This design comes from an exercise in tuning for small area, a short achievable clock period and few clock cycles per item on the open sky130 flow, not from production work. RTL that was checked went through simulation tests only; none was proved equivalent to the original. The clock input has no modelled driver; a real chip could not lean on it and would need a root buffer or a full tree. Power is estimated from default activity; no workload was simulated.

==> module full_hash, before the edit <==
module full_hash (
    input wire clk
    ,input wire rst_n
    ,input wire start
    ,input wire [7:0] Byte
    ,input wire End_of_File
    ,input wire F_dr
    ,output wire [0:31] R_h
    ,output wire F_rtr
    ,output wire H_ready
);
    reg  [31:4] g;         
    reg  [1:0]  x_row;     
    reg  [3:0]  x_hi;      
    reg  [3:0]  x_lo;      
    reg  [3:0]  s;         
    reg         v1;        
    reg         v2;        
    reg  [15:0] R_c;       
    reg         eof1;      
    reg         fin;       
    reg         fin2;      
    reg         done;      
    reg         init;      
    reg         rdy;       
    wire        xfer = F_dr & rdy;
    wire [15:0] count;
    genvar k;
    generate
        for (k = 0; k < 16; k = k + 1) begin : cnt
            if (k == 0) begin : b0
                assign count[k] = R_c[k] ^ v1;
            end else begin : bk
                assign count[k] = R_c[k] ^ (v1 & (&R_c[k-1:0]));
            end
        end
    endgenerate
    wire        count_zero = v1 ? (&R_c) : ~(|R_c);
    wire        start_now = start & count_zero;
    wire        hi_zero = (R_c[15:8] == 8'd0);
    wire [5:0]  m6_out;
    wire [5:0]  c6_lo, c6_hi;
    wire [3:0]  s_out;
    M6 modulo_m6 (.a(Byte), .b(m6_out));
    C6 modulo_c6_lo (.C6_in(count[7:0]), .C6_out(c6_lo));
    C6 modulo_c6_hi (.C6_in(R_c[15:8]), .C6_out(c6_hi));
    wire [5:0]  c6_sel = eof1 ? c6_hi : c6_lo;
    sbox modulo_sbox (.row(x_row), .col_hi(x_hi), .col_lo(x_lo), .out(s_out));
    wire sp01, sp02, sp03, sp12, sp13, sp23;
    assign sp01 = s[0] ^ s[1];
    assign sp02 = s[0] ^ s[2];
    assign sp03 = s[0] ^ s[3];
    assign sp12 = s[1] ^ s[2];
    assign sp13 = s[1] ^ s[3];
    assign sp23 = s[2] ^ s[3];
    wire [31:4] f;
    assign f[4] = g[26] ^ s[3];
    assign f[5] = g[27] ^ s[0];
    assign f[6] = g[24] ^ s[1];
    assign f[7] = ~(g[25] ^ s[2]);
    assign f[8] = g[31] ^ s[0];
    assign f[9] = g[28] ^ s[1];
    assign f[10] = ~(g[29] ^ s[2]);
    assign f[11] = g[30] ^ s[3];
    assign f[12] = g[5] ^ sp01;
    assign f[13] = ~(g[6] ^ sp12);
    assign f[14] = g[7] ^ sp23;
    assign f[15] = g[4] ^ sp03;
    assign f[16] = g[10] ^ sp01;
    assign f[17] = ~(g[11] ^ sp12);
    assign f[18] = g[8] ^ sp23;
    assign f[19] = g[9] ^ sp03;
    assign f[20] = g[15] ^ sp02;
    assign f[21] = ~(g[12] ^ sp13);
    assign f[22] = ~(g[13] ^ sp02);
    assign f[23] = g[14] ^ sp13;
    assign f[24] = g[16] ^ sp02;
    assign f[25] = g[17] ^ sp13;
    assign f[26] = g[18] ^ sp02;
    assign f[27] = g[19] ^ sp13;
    assign f[28] = ~(g[21] ^ sp03);
    assign f[29] = ~(g[22] ^ sp01);
    assign f[30] = g[23] ^ sp12;
    assign f[31] = g[20] ^ sp23;
    wire        fin_short = fin & hi_zero;
    wire        done_next = ~init & (done | fin_short | fin2);
    wire [31:4] g_fold = g ^ {20'd0, s & {4{fin2}} | {2'b00, fin_short, 1'b0}, s & {4{fin}}};
    always_ff @(posedge clk) begin
        x_row <= F_dr ? {m6_out[5], m6_out[0]} : {c6_sel[5], c6_sel[0]};
        x_hi  <= F_dr ? 4'b0001 << m6_out[4:3] : 4'b0001 << c6_sel[4:3];
        x_lo  <= F_dr ? 4'b0001 << m6_out[2:1] : 4'b0001 << c6_sel[2:1];
        s <= s_out;
    end
    always_ff @(posedge clk or negedge rst_n)
        if (!rst_n) begin
            v1   <= 1'b0;
            v2   <= 1'b0;
            R_c  <= 16'd0;
            eof1 <= 1'b0;
            fin  <= 1'b0;
            fin2 <= 1'b0;
            done <= 1'b0;
            init <= 1'b1;
        end else begin
            v1   <= xfer;
            v2   <= v1 & ~start_now;
            R_c  <= count;
            eof1 <= End_of_File & ~(eof1 | fin | fin2 | done);
            fin  <= eof1;
            fin2 <= fin & ~hi_zero;
            done <= done_next;
            init <= start_now;
        end
    always_ff @(posedge clk)
        g <= init ? 28'h10DC3AF : v2 ? f : g_fold;
    always_ff @(posedge clk)
        rdy <= ~rst_n | ~done_next;
    assign F_rtr = rdy;
    assign H_ready = done;
    assign R_h[3] = g[4];
    assign R_h[2] = g[5];
    assign R_h[1] = g[6];
    assign R_h[0] = g[7];
    assign R_h[7] = g[8];
    assign R_h[6] = g[9];
    assign R_h[5] = g[10];
    assign R_h[4] = g[11];
    assign R_h[11] = g[15];
    assign R_h[10] = g[12];
    assign R_h[9] = g[13];
    assign R_h[8] = g[14];
    assign R_h[15] = g[19];
    assign R_h[14] = g[16];
    assign R_h[13] = g[17];
    assign R_h[12] = g[18];
    assign R_h[19] = g[22];
    assign R_h[18] = g[23];
    assign R_h[17] = g[20];
    assign R_h[16] = g[21];
    assign R_h[23] = g[26];
    assign R_h[22] = g[27];
    assign R_h[21] = g[24];
    assign R_h[20] = g[25];
    assign R_h[27] = g[29];
    assign R_h[26] = g[30];
    assign R_h[25] = g[31];
    assign R_h[24] = g[28];
    assign R_h[31] = ~g[5];
    assign R_h[30] = g[6];
    assign R_h[29] = g[7];
    assign R_h[28] = g[4];
endmodule
clock: 5.0 ns
lec_check: 0
cap_margin: 20
core_margin: 2
core_utilization: 40
place_density: 0.6
setup_slack_margin: 3.0
slew_margin: 20
standard.sh (not shown) runs the stock make flow with config.mk's settings and CLKGATE_MAP_FILE= SYNTH_SCRIPT=/design/flow/synth_recipe.tcl, a recipe that flattens the netlist after the stock synthesis.
==> flow/flow/run.sh <==
#!/bin/bash
# Standard ORFS layout with two changes:
#  - the port buffers are buf_2 cells instead of the cell buffer_ports picks by
#    default (a slow delay buffer);
#  - after CTS, the clock tree is rebuilt with one level of buffers
#    (flow/post_cts.tcl): the clock port drives 3 clkbuf_16 cells, each
#    driving the registers of one slice of the core.
set -euo pipefail
export BUFFER_PORTS_ARGS="-buffer_cell sky130_fd_sc_hd__buf_2"
export POST_CTS_TCL="$PWD/flow/post_cts.tcl"
bash standard.sh > make.log 2>&1
Other scripts of this flow, unchanged in this note and not shown: flow/flow/post_cts.tcl
Testbench counts at the start, summed over its fixed seeds: cycles 8,189, bytes 7,421.
==> next run, changes <==
--- a/flow/design.v
+++ b/flow/design.v
@@ -122,15 +122,5 @@
     reg         rdy;       
     wire        xfer = F_dr & rdy;
-    wire [15:0] count;
-    genvar k;
-    generate
-        for (k = 0; k < 16; k = k + 1) begin : cnt
-            if (k == 0) begin : b0
-                assign count[k] = R_c[k] ^ v1;
-            end else begin : bk
-                assign count[k] = R_c[k] ^ (v1 & (&R_c[k-1:0]));
-            end
-        end
-    endgenerate
+    wire [15:0] count = R_c + {15'd0, v1};
     wire        count_zero = v1 ? (&R_c) : ~(|R_c);
     wire        start_now = start & count_zero;
=> The changed run finished with timing, DRC and antenna clean. Setup slack degrades by 120 ps. Cell count went down by 0.39%. Area after synthesis went down by about 0.6%. Maximum frequency went down by 6.3%. Global-route usage went down by 0.33 points. Sequential power is about the same. Clock power is about the same. Routed wire length went down by 0.82%. Combinational power went down by about 3%. Die area went down by about 0.55%.
The RTL of the second run of this note was laid out without a check of its function. No run of this note takes its clock network from TritonCTS; it comes from the design's own scripts or RTL.

* * *

full_hash again, from the RTL that the note above started with.
Design full_hash, start of the top module:
module full_hash (
    input wire clk
    ,input wire rst_n
    ,input wire start
    ,input wire [7:0] Byte
    ,input wire End_of_File
    ,input wire F_dr
    ,output wire [0:31] R_h
    ,output wire F_rtr
    ,output wire H_ready
);
export LEC_CHECK = 0
export CAP_MARGIN = 20
export CORE_MARGIN = 2
export CORE_UTILIZATION = 40
export PLACE_DENSITY = 0.6
export SETUP_SLACK_MARGIN = 3.1
export SLEW_MARGIN = 20
create_clock -name core_clock -period 5.0 [get_ports {clk}]
Scripts as last shown in full above: flow/flow/run.sh
Other scripts of this flow, unchanged in this note and not shown: flow/flow/post_cts.tcl
The baseline completed without violations.
Testbench counts at the start, summed over its fixed seeds: cycles 8,189, bytes 7,421.
==> next run, changes <==
--- a/flow/design.v
+++ b/flow/design.v
@@ -117,22 +117,12 @@
     reg         eof1;      
     reg         fin;       
     reg         fin2;      
     reg         done;      
-    reg         init;      
+    reg         restart;   
     reg         rdy;       
     wire        xfer = F_dr & rdy;
-    wire [15:0] count;
-    genvar k;
-    generate
-        for (k = 0; k < 16; k = k + 1) begin : cnt
-            if (k == 0) begin : b0
-                assign count[k] = R_c[k] ^ v1;
-            end else begin : bk
-                assign count[k] = R_c[k] ^ (v1 & (&R_c[k-1:0]));
-            end
-        end
-    endgenerate
+    wire [15:0] count = R_c + {15'd0, v1};
     wire        count_zero = v1 ? (&R_c) : ~(|R_c);
     wire        start_now = start & count_zero;
     wire        hi_zero = (R_c[15:8] == 8'd0);
     wire [5:0]  m6_out;
@@ -179,9 +169,9 @@
     assign f[29] = ~(g[22] ^ sp01);
     assign f[30] = g[23] ^ sp12;
     assign f[31] = g[20] ^ sp23;
     wire        fin_short = fin & hi_zero;
-    wire        done_next = ~init & (done | fin_short | fin2);
+    wire        done_next = ~restart & (done | fin_short | fin2);
     wire [31:4] g_fold = g ^ {20'd0, s & {4{fin2}} | {2'b00, fin_short, 1'b0}, s & {4{fin}}};
     always_ff @(posedge clk) begin
         x_row <= F_dr ? {m6_out[5], m6_out[0]} : {c6_sel[5], c6_sel[0]};
         x_hi  <= F_dr ? 4'b0001 << m6_out[4:3] : 4'b0001 << c6_sel[4:3];
@@ -196,21 +186,21 @@
             eof1 <= 1'b0;
             fin  <= 1'b0;
             fin2 <= 1'b0;
             done <= 1'b0;
-            init <= 1'b1;
+            restart <= 1'b0;
         end else begin
             v1   <= xfer;
             v2   <= v1 & ~start_now;
             R_c  <= count;
             eof1 <= End_of_File & ~(eof1 | fin | fin2 | done);
             fin  <= eof1;
             fin2 <= fin & ~hi_zero;
             done <= done_next;
-            init <= start_now;
+            restart <= start_now;
         end
     always_ff @(posedge clk)
-        g <= init ? 28'h10DC3AF : v2 ? f : g_fold;
+        g <= (~rst_n | restart) ? 28'h10DC3AF : v2 ? f : g_fold;
     always_ff @(posedge clk)
         rdy <= ~rst_n | ~done_next;
     assign F_rtr = rdy;
     assign H_ready = done;
What happened:
- global-route usage rises by 0.49 points
- setup slack gets worse by 0.095 ns
- design area rises by 2.7%
- worst hold slack gets worse by 0.0091 ns
- maximum frequency falls by about 5%
- cell count falls by about 0.4%
- power falls by about 10%
- sequential cell count does not change
Function not checked in the second run of this note: the RTL went through the layout flow alone. No run of this note takes its clock network from TritonCTS; it comes from the design's own scripts or RTL.

* * *

== the previous run ==
full_hash, a different RTL version from the one above (not shown whole).
For scale: ~370 cells after synthesis, roughly 61 flip-flops, ~47 I/O pins, about 3400 um2 of cells after synthesis.
==> module full_hash, before the edit <==
module full_hash (
    input wire clk
    ,input wire rst_n
    ,input wire start
    ,input wire [7:0] Byte
    ,input wire End_of_File
    ,input wire F_dr
    ,output wire [0:31] R_h
    ,output wire F_rtr
    ,output wire H_ready
);
    reg  [31:4] g;         
    reg  [5:0]  x;         
    reg  [3:0]  s;         
    reg         v1;        
    reg         v2;        
    reg  [15:0] R_c;       
    reg         eof1;      
    reg         fin;       
    reg         fin2;      
    reg         done;      
    reg         restart;   
    wire        xfer = F_dr & ~done;
    wire        hi_zero = (R_c[15:8] == 8'd0);
    wire        start_now = start & hi_zero & (R_c[7:0] == 8'd0);
    wire [5:0]  m6_out;
    wire [5:0]  c6_lo, c6_hi;
    wire [3:0]  s_out;
    M6 modulo_m6 (.a(Byte), .b(m6_out));
    C6 modulo_c6_lo (.C6_in(R_c[7:0]), .C6_out(c6_lo));
    C6 modulo_c6_hi (.C6_in(R_c[15:8]), .C6_out(c6_hi));
    sbox modulo_sbox (.in(x), .out(s_out));
    wire sp01, sp02, sp03, sp12, sp13, sp23;
    assign sp01 = s[0] ^ s[1];
    assign sp02 = s[0] ^ s[2];
    assign sp03 = s[0] ^ s[3];
    assign sp12 = s[1] ^ s[2];
    assign sp13 = s[1] ^ s[3];
    assign sp23 = s[2] ^ s[3];
    wire [31:4] f;
    assign f[4] = g[26] ^ s[3];
    assign f[5] = g[27] ^ s[0];
    assign f[6] = g[24] ^ s[1];
    assign f[7] = ~(g[25] ^ s[2]);
    assign f[8] = g[31] ^ s[0];
    assign f[9] = g[28] ^ s[1];
    assign f[10] = ~(g[29] ^ s[2]);
    assign f[11] = g[30] ^ s[3];
    assign f[12] = g[5] ^ sp01;
    assign f[13] = ~(g[6] ^ sp12);
    assign f[14] = g[7] ^ sp23;
    assign f[15] = g[4] ^ sp03;
    assign f[16] = g[10] ^ sp01;
    assign f[17] = ~(g[11] ^ sp12);
    assign f[18] = g[8] ^ sp23;
    assign f[19] = g[9] ^ sp03;
    assign f[20] = g[15] ^ sp02;
    assign f[21] = ~(g[12] ^ sp13);
    assign f[22] = ~(g[13] ^ sp02);
    assign f[23] = g[14] ^ sp13;
    assign f[24] = g[16] ^ sp02;
    assign f[25] = g[17] ^ sp13;
    assign f[26] = g[18] ^ sp02;
    assign f[27] = g[19] ^ sp13;
    assign f[28] = ~(g[21] ^ sp03);
    assign f[29] = ~(g[22] ^ sp01);
    assign f[30] = g[23] ^ sp12;
    assign f[31] = g[20] ^ sp23;
    wire        fin_short = fin & hi_zero;
    wire [31:4] g_fold = g ^ {20'd0, s & {4{fin2}} | {2'b00, fin_short, 1'b0}, s & {4{fin}}};
    always_ff @(posedge clk) begin
        x <= F_dr ? m6_out : eof1 ? c6_hi : c6_lo;
        s <= s_out;
    end
    always_ff @(posedge clk or negedge rst_n)
        if (!rst_n) begin
            v1   <= 1'b0;
            v2   <= 1'b0;
            R_c  <= 16'd0;
            eof1 <= 1'b0;
            fin  <= 1'b0;
            fin2 <= 1'b0;
            done <= 1'b0;
            restart <= 1'b0;
        end else begin
            v1   <= xfer;
            v2   <= v1 & ~start_now;
            if (xfer)
                R_c <= R_c + 16'd1;
            eof1 <= End_of_File & ~(eof1 | fin | fin2 | done);
            fin  <= eof1;
            fin2 <= fin & ~hi_zero;
            done <= ~start_now & (done | fin_short | fin2);
            restart <= start_now;
        end
    always_ff @(posedge clk)
        g <= (~rst_n | restart) ? 28'h10DC3AF : v2 ? f : g_fold;
    assign F_rtr = ~done;
    assign H_ready = done;
    assign R_h[3] = g[4];
    assign R_h[2] = g[5];
    assign R_h[1] = g[6];
    assign R_h[0] = g[7];
    assign R_h[7] = g[8];
    assign R_h[6] = g[9];
    assign R_h[5] = g[10];
    assign R_h[4] = g[11];
    assign R_h[11] = g[15];
    assign R_h[10] = g[12];
    assign R_h[9] = g[13];
    assign R_h[8] = g[14];
    assign R_h[15] = g[19];
    assign R_h[14] = g[16];
    assign R_h[13] = g[17];
    assign R_h[12] = g[18];
    assign R_h[19] = g[22];
    assign R_h[18] = g[23];
    assign R_h[17] = g[20];
    assign R_h[16] = g[21];
    assign R_h[23] = g[26];
    assign R_h[22] = g[27];
    assign R_h[21] = g[24];
    assign R_h[20] = g[25];
    assign R_h[27] = g[29];
    assign R_h[26] = g[30];
    assign R_h[25] = g[31];
    assign R_h[24] = g[28];
    assign R_h[31] = ~g[5];
    assign R_h[30] = g[6];
    assign R_h[29] = g[7];
    assign R_h[28] = g[4];
endmodule
Settings: LEC_CHECK=0, CAP_MARGIN=20, CORE_MARGIN=2, CORE_UTILIZATION=40, PLACE_DENSITY=0.6, SETUP_SLACK_MARGIN=3.15, SLEW_MARGIN=20; clock period 5.0 ns.
Scripts as last shown in full above: flow/flow/run.sh
Other scripts of this flow, unchanged in this note and not shown: flow/flow/post_cts.tcl
Testbench counts of the previous run, summed over its fixed seeds: cycles 8,189, bytes 7,421.
### the previous run -> the current run
-- flow/design.v --
<<< the previous run, line 56
    reg         done;      
    reg         restart;   
    wire        xfer = F_dr & ~done;
    wire        hi_zero = (R_c[15:8] == 8'd0);
    wire        start_now = start & hi_zero & (R_c[7:0] == 8'd0);
>>> the current run, line 56
    reg         done;      
    reg         restart;   
    reg         rdy;       
    wire        xfer = F_dr & rdy;
    wire        hi_zero = (R_c[15:8] == 8'd0);
    wire        start_now = start & hi_zero & (R_c[7:0] == 8'd0);
<<< the previous run, line 103
    assign f[31] = g[20] ^ sp23;
    wire        fin_short = fin & hi_zero;
    wire [31:4] g_fold = g ^ {20'd0, s & {4{fin2}} | {2'b00, fin_short, 1'b0}, s & {4{fin}}};
    always_ff @(posedge clk) begin
>>> the current run, line 104
    assign f[31] = g[20] ^ sp23;
    wire        fin_short = fin & hi_zero;
    wire        done_next = ~start_now & (done | fin_short | fin2);
    wire [31:4] g_fold = g ^ {20'd0, s & {4{fin2}} | {2'b00, fin_short, 1'b0}, s & {4{fin}}};
    always_ff @(posedge clk) begin
<<< the previous run, line 126
            fin  <= eof1;
            fin2 <= fin & ~hi_zero;
            done <= ~start_now & (done | fin_short | fin2);
            restart <= start_now;
        end
    always_ff @(posedge clk)
        g <= (~rst_n | restart) ? 28'h10DC3AF : v2 ? f : g_fold;
    assign F_rtr = ~done;
    assign H_ready = done;
    assign R_h[3] = g[4];
>>> the current run, line 128
            fin  <= eof1;
            fin2 <= fin & ~hi_zero;
            done <= done_next;
            restart <= start_now;
        end
    always_ff @(posedge clk)
        g <= (~rst_n | restart) ? 28'h10DC3AF : v2 ? f : g_fold;
    always_ff @(posedge clk)
        rdy <= ~rst_n | ~done_next;
    assign F_rtr = rdy;
    assign H_ready = done;
    assign R_h[3] = g[4];
### Flow results
- On clock network fraction of total power: between the previous run and the current run, it ends up lower for the current run.
- Status: die outline area parity (the previous run, the current run)
- sky130_fd_sc_hd__nor4_4 as the slowest cell on the critical path was reported by the current run, and sky130_fd_sc_hd__mux4_2 by the previous run.
- From the current run to the previous run, number of tap cells added at floorplan did not move at all.
- The current run reports a lower tightest hold margin than the previous run does.
- The previous run has a higher first-iteration DRC count than the current run.
- Part of the power in combinational logic (higher): the current run
Function not checked in the current run: the RTL went through the layout flow alone. In every run of this note, the design's own scripts or RTL, not TritonCTS, make the clock network.

separate check: timing with driven ports:
The flow's constraints put no driver on any port. The routed layouts listed below were extracted and timed again, unchanged, in two steps. Step 1, drivers: a clkbuf_16 drives clk and a buf_2 each remaining input, both assumed. Step 2, shift: input delay + t, output delay - t, t = (earliest + latest rising clock arrival at the registers) / 2. This alone moves slack from input paths to output paths. Slacks: ideal ports / drivers / drivers and shift; pairs: ideal ports / drivers.
run	shift t [ns]	setup slack, ns	clock arrival spread, ns
the first run of note 1	0.211	3.232 / 3.170 / 3.172	0.008 / 0.008
the second run of note 1	0.211	3.114 / 3.114 / 3.114	0.005 / 0.006
the first run of note 2	0.211	3.277 / 3.215 / 3.173	0.008 / 0.008
the second run of note 2	0.211	3.181 / 3.217 / 3.010	0.008 / 0.008
the previous run	0.209	3.122 / 3.122 / 2.930	0.006 / 0.005
the current run	0.206	3.127 / 3.122 / 2.916	0.006 / 0.006
After both steps every run listed still meets setup and hold. For the current run, which loses most, drivers alone change the setup slack by -0.005 ns; drivers and shift together by -0.211 ns.
